From an optimization exercise on the open Yosys and OpenROAD flow, aimed at small area and a short achievable clock period; shortcuts taken in it are not production practice. RTL that was checked went through simulation tests only; none was proved equivalent to the original. Power is estimated from default activity; no workload was simulated.

==> flow/design.v (excerpt) <==
module lightHashDES(
    input              clk,
    input              M_valid,
    input              rst_n,
    input      [7:0]   M,
    input     [63:0]   input_length,
    output reg         hash_ready,
    output     [31:0]  digest
);
Size in the first run: roughly 570 cells after synthesis, roughly 81 flip-flops, about 110 I/O pins, about 4300 um^2 of cells after synthesis.
export LEC_CHECK = 0
export CAP_MARGIN = 20
export CORE_MARGIN = 2
export CORE_UTILIZATION = 40
export SETUP_SLACK_MARGIN = 1.6
export SLEW_MARGIN = 20
export SYNTH_HIERARCHICAL = 1
create_clock -name core_clock -period 3.3 [get_ports {clk}]
standard.sh (not shown) runs the stock make flow with config.mk's settings and CLKGATE_MAP_FILE= SYNTH_SCRIPT=/design/flow/synth_recipe.tcl, a recipe that flattens the netlist after the stock synthesis.
==> flow/flow/run.sh <==
#!/bin/bash
cp standard.sh standard.sh.txt
export BUFFER_PORTS_ARGS="-buffer_cell sky130_fd_sc_hd__buf_1"
bash standard.sh > standard.log 2>&1
The baseline passed the timing, DRC and antenna checks.
Change:
--- a/flow/design.v
+++ b/flow/design.v
@@ -230,17 +230,17 @@
     input      [7:0]   M,
     input     [63:0]   input_length,
     output reg         hash_ready,
     output     [31:0]  digest
 );
     reg        busy;
     reg [63:0] counter;
     reg        a_t, b_t, c_t;  
-    reg [11:0] f;              
+    reg  [6:0] f;              
     wire [63:0] counter_d;
     wire start = !busy && M_valid;
     wire z1;
     wire z2;
     wire z3;
     wire z4;
     wire z5;
     wire z6;
@@ -689,29 +689,29 @@
         if (!rst_n) begin
             busy       <= 1'b0;
             hash_ready <= 1'b0;
         end else begin
             hash_ready <= busy & one;
             busy       <= busy ? !one : M_valid;
         end
     end
-    localparam [11:0] C0 = 12'b1010_1101_0101;
-    localparam [11:0] CP = 12'b0111_1110_0011;
-    localparam [11:0] CA = 12'b1000_0110_1111;
-    localparam [11:0] CB = 12'b0001_1001_1111;
-    localparam [11:0] CC = CA & CB;            
-    localparam [11:0] OA = CA & ~CB;           
-    localparam [11:0] OB = CB & ~CA;           
+    localparam [6:0] C0 = 7'b111_0111;
+    localparam [6:0] CP = 7'b011_1001;
+    localparam [6:0] CA = 7'b100_1011;
+    localparam [6:0] CB = 7'b001_0111;
+    localparam [6:0] CC = CA & CB;            
+    localparam [6:0] OA = CA & ~CB;           
+    localparam [6:0] OB = CB & ~CA;           
     always @(posedge clk) begin
         counter <= counter_d;
         a_t     <= a_m;
         b_t     <= b_m;
         c_t     <= c_m;
-        f       <= start ? C0 : f ^ CP ^ (OA & {12{a_t}}) ^ (OB & {12{b_t}}) ^ (CC & {12{c_t}});
+        f       <= start ? C0 : f ^ CP ^ (OA & {7{a_t}}) ^ (OB & {7{b_t}}) ^ (CC & {7{c_t}});
     end
     assign digest = {
-        f[4],  f[11], f[4],  f[11], f[8],  f[5],  f[7],  f[6],    
-        f[9],  f[9],  f[10], f[10], f[10], 1'b0,  f[9],  1'b0,    
-        f[6],  f[8],  f[5],  f[7],  f[6],  f[4],  f[5],  f[4],    
-        f[3],  f[0],  f[3],  f[1],  f[2],  f[1],  f[2],  f[0]     
+        f[2],  f[6],  f[2],  f[6],  ~f[4], f[3],  f[4],  ~f[3],   
+        f[5],  f[5],  ~f[5], ~f[5], ~f[5], 1'b0,  f[5],  1'b0,    
+        ~f[3], ~f[4], f[3],  f[4],  ~f[3], f[2],  f[3],  f[2],    
+        ~f[1], f[0],  ~f[1], ~f[0], f[1],  ~f[0], f[1],  f[0]     
     };
 endmodule
=> The changed run finished with timing, DRC and antenna clean. Synthesized cell count shrinks by 1.8%. Power grows by about 3.5%. Combinational power shrinks by 5.0%. Core utilization grows by 0.17 points. Worst setup slack improves by 22 ps. Register-to-register slack improves by 20 ps.


lightHashDES, a different RTL version from the one above (not shown whole).
Size in the first run: ~540 cells after synthesis, roughly 76 flip-flops, roughly 110 I/O pins, ~0.0041 sq mm of cells after synthesis.
export LEC_CHECK = 0
export CAP_MARGIN = 20
export CORE_MARGIN = 2
export CORE_UTILIZATION = 40
export SETUP_SLACK_MARGIN = 1.6
export SLEW_MARGIN = 20
export SYNTH_HIERARCHICAL = 1
create_clock -name core_clock -period 3.3 [get_ports {clk}]
Scripts as last shown in full above: flow/flow/run.sh
Rerun with:
--- a/flow/design.v
+++ b/flow/design.v
@@ -138,16 +138,15 @@
         h_out = {h_out_n[7], h_out_n[6], h_out_n[5], h_out_n[4],
                  h_out_n[3], h_out_n[2], h_out_n[1], h_out_n[0]};
     end
 endmodule
 module HashIteration (
     input  [7:0] M,
     output reg   a,
-    output reg   b,
-    output       c       
+    output reg   b
 );
     wire [5:0] x = {M[5], M[7] ^ M[2], M[3], M[0], M[4] ^ M[1], M[6]};
     always @(*) begin
         case (x)
             6'd0 : {a, b} = 2'b01;
             6'd1 : {a, b} = 2'b10;
             6'd2 : {a, b} = 2'b11;
@@ -211,15 +210,14 @@
             6'd60: {a, b} = 2'b00;
             6'd61: {a, b} = 2'b00;
             6'd62: {a, b} = 2'b10;
             6'd63: {a, b} = 2'b11;
             default: {a, b} = 2'b00;
         endcase
     end
-    assign c = a ^ b;
 endmodule
 module cz_inv  (input a, output y);       assign y = ~a;           endmodule
 module cz_nor2 (input a, b, output y);    assign y = ~(a | b);     endmodule
 module cz_nand2(input a, b, output y);    assign y = ~(a & b);     endmodule
 module cz_nor3 (input a, b, c, output y); assign y = ~(a | b | c); endmodule
 module cz_bit0(input c, l, s, output d);    assign d = s ? l : ~c;        endmodule
 module cz_bitp(input c, t, l, s, output d); assign d = s ? l : (c ^ t);   endmodule
@@ -231,15 +229,15 @@
     input      [7:0]   M,
     input     [63:0]   input_length,
     output reg         hash_ready,
     output     [31:0]  digest
 );
     reg        busy;
     reg [63:0] counter;
-    reg        a_t, b_t, c_t;  
+    reg        a_t, b_t;       
     reg  [6:0] f;              
     wire [63:0] counter_d;
     wire start = !busy && M_valid;
     wire z1;
     wire z2;
     wire z3;
     wire z4;
@@ -680,16 +678,17 @@
     cz_bitp u_b58 (.c(counter[58]), .t(z165), .l(input_length[58]), .s(start), .d(counter_d[58]));
     cz_bitp u_b59 (.c(counter[59]), .t(z168), .l(input_length[59]), .s(start), .d(counter_d[59]));
     cz_bitn u_b60 (.c(counter[60]), .t(z88), .l(input_length[60]), .s(start), .d(counter_d[60]));
     cz_bitp u_b61 (.c(counter[61]), .t(z169), .l(input_length[61]), .s(start), .d(counter_d[61]));
     cz_bitp u_b62 (.c(counter[62]), .t(z171), .l(input_length[62]), .s(start), .d(counter_d[62]));
     cz_bitp u_b63 (.c(counter[63]), .t(z174), .l(input_length[63]), .s(start), .d(counter_d[63]));
     wire one = counter[0] & ~counter[1] & z2 & ~z190;    
-    wire a_m, b_m, c_m;
-    HashIteration main (.M(M), .a(a_m), .b(b_m), .c(c_m));
+    wire a_m, b_m;
+    HashIteration main (.M(M), .a(a_m), .b(b_m));
+    wire c_t = a_t ^ b_t;
     always @(posedge clk or negedge rst_n) begin
         if (!rst_n) begin
             busy       <= 1'b0;
             hash_ready <= 1'b0;
         end else begin
             hash_ready <= busy & one;
             busy       <= busy ? !one : M_valid;
@@ -702,15 +701,14 @@
     localparam [6:0] CC = CA & CB;            
     localparam [6:0] OA = CA & ~CB;           
     localparam [6:0] OB = CB & ~CA;           
     always @(posedge clk) begin
         counter <= counter_d;
         a_t     <= a_m;
         b_t     <= b_m;
-        c_t     <= c_m;
         f       <= start ? C0 : f ^ CP ^ (OA & {7{a_t}}) ^ (OB & {7{b_t}}) ^ (CC & {7{c_t}});
     end
     assign digest = {
         f[2],  f[6],  f[2],  f[6],  ~f[4], f[3],  f[4],  ~f[3],   
         f[5],  f[5],  ~f[5], ~f[5], ~f[5], 1'b0,  f[5],  1'b0,    
         ~f[3], ~f[4], f[3],  f[4],  ~f[3], f[2],  f[3],  f[2],    
         ~f[1], f[0],  ~f[1], ~f[0], f[1],  ~f[0], f[1],  f[0]     
After rerunning: Final cell count is higher slightly. Synthesized cell count grows slightly. Non-clock buffer count rose by 3. Final area drops slightly. Hold slack improved by 0.014 ns. Utilization goes up by 0.76 points. Total power falls by a little under a tenth. Sequential share of layout area climbs by 0.12 points. Die area decreases slightly. Sequential power hardly moves. Global-route usage barely changes.
No functional check of the RTL was part of any run of this note.

## static timing again, ports no longer ideal
The results above use ideal ports. As a check the final layouts listed here were re-extracted and re-timed, cells and wires unchanged.
Step 1 assumes that a clkbuf_16 drives the clock port and a buf_2 every other input.
Step 2 adds t to the input delays and takes it off the output delays; t is the mean of the earliest and latest rising clock arrival at the registers after step 1. Input paths then give back, and output paths get back, about the clock's delay inside the block.
Slacks: ideal ports / drivers / drivers and shift; pairs: ideal ports / drivers.
run | shift t [ns] | setup slack, ns | latest minus earliest clock arrival (ns)
the first run of note 1 | 0.368 | 1.655 / 1.655 / 1.326 | 0.006 / 0.007
the second run of note 1 | 0.374 | 1.676 / 1.645 / 1.358 | 0.009 / 0.009
the first run of note 2 | 0.387 | 1.350 / 1.343 / 0.956 | 0.008 / 0.008
the second run of note 2 | 0.374 | 1.558 / 1.549 / 1.174 | 0.007 / 0.007
After both steps every run listed still meets setup and hold. For the first run of note 2, which loses most, drivers alone change the setup slack by -0.007 ns; drivers and shift together by -0.394 ns.
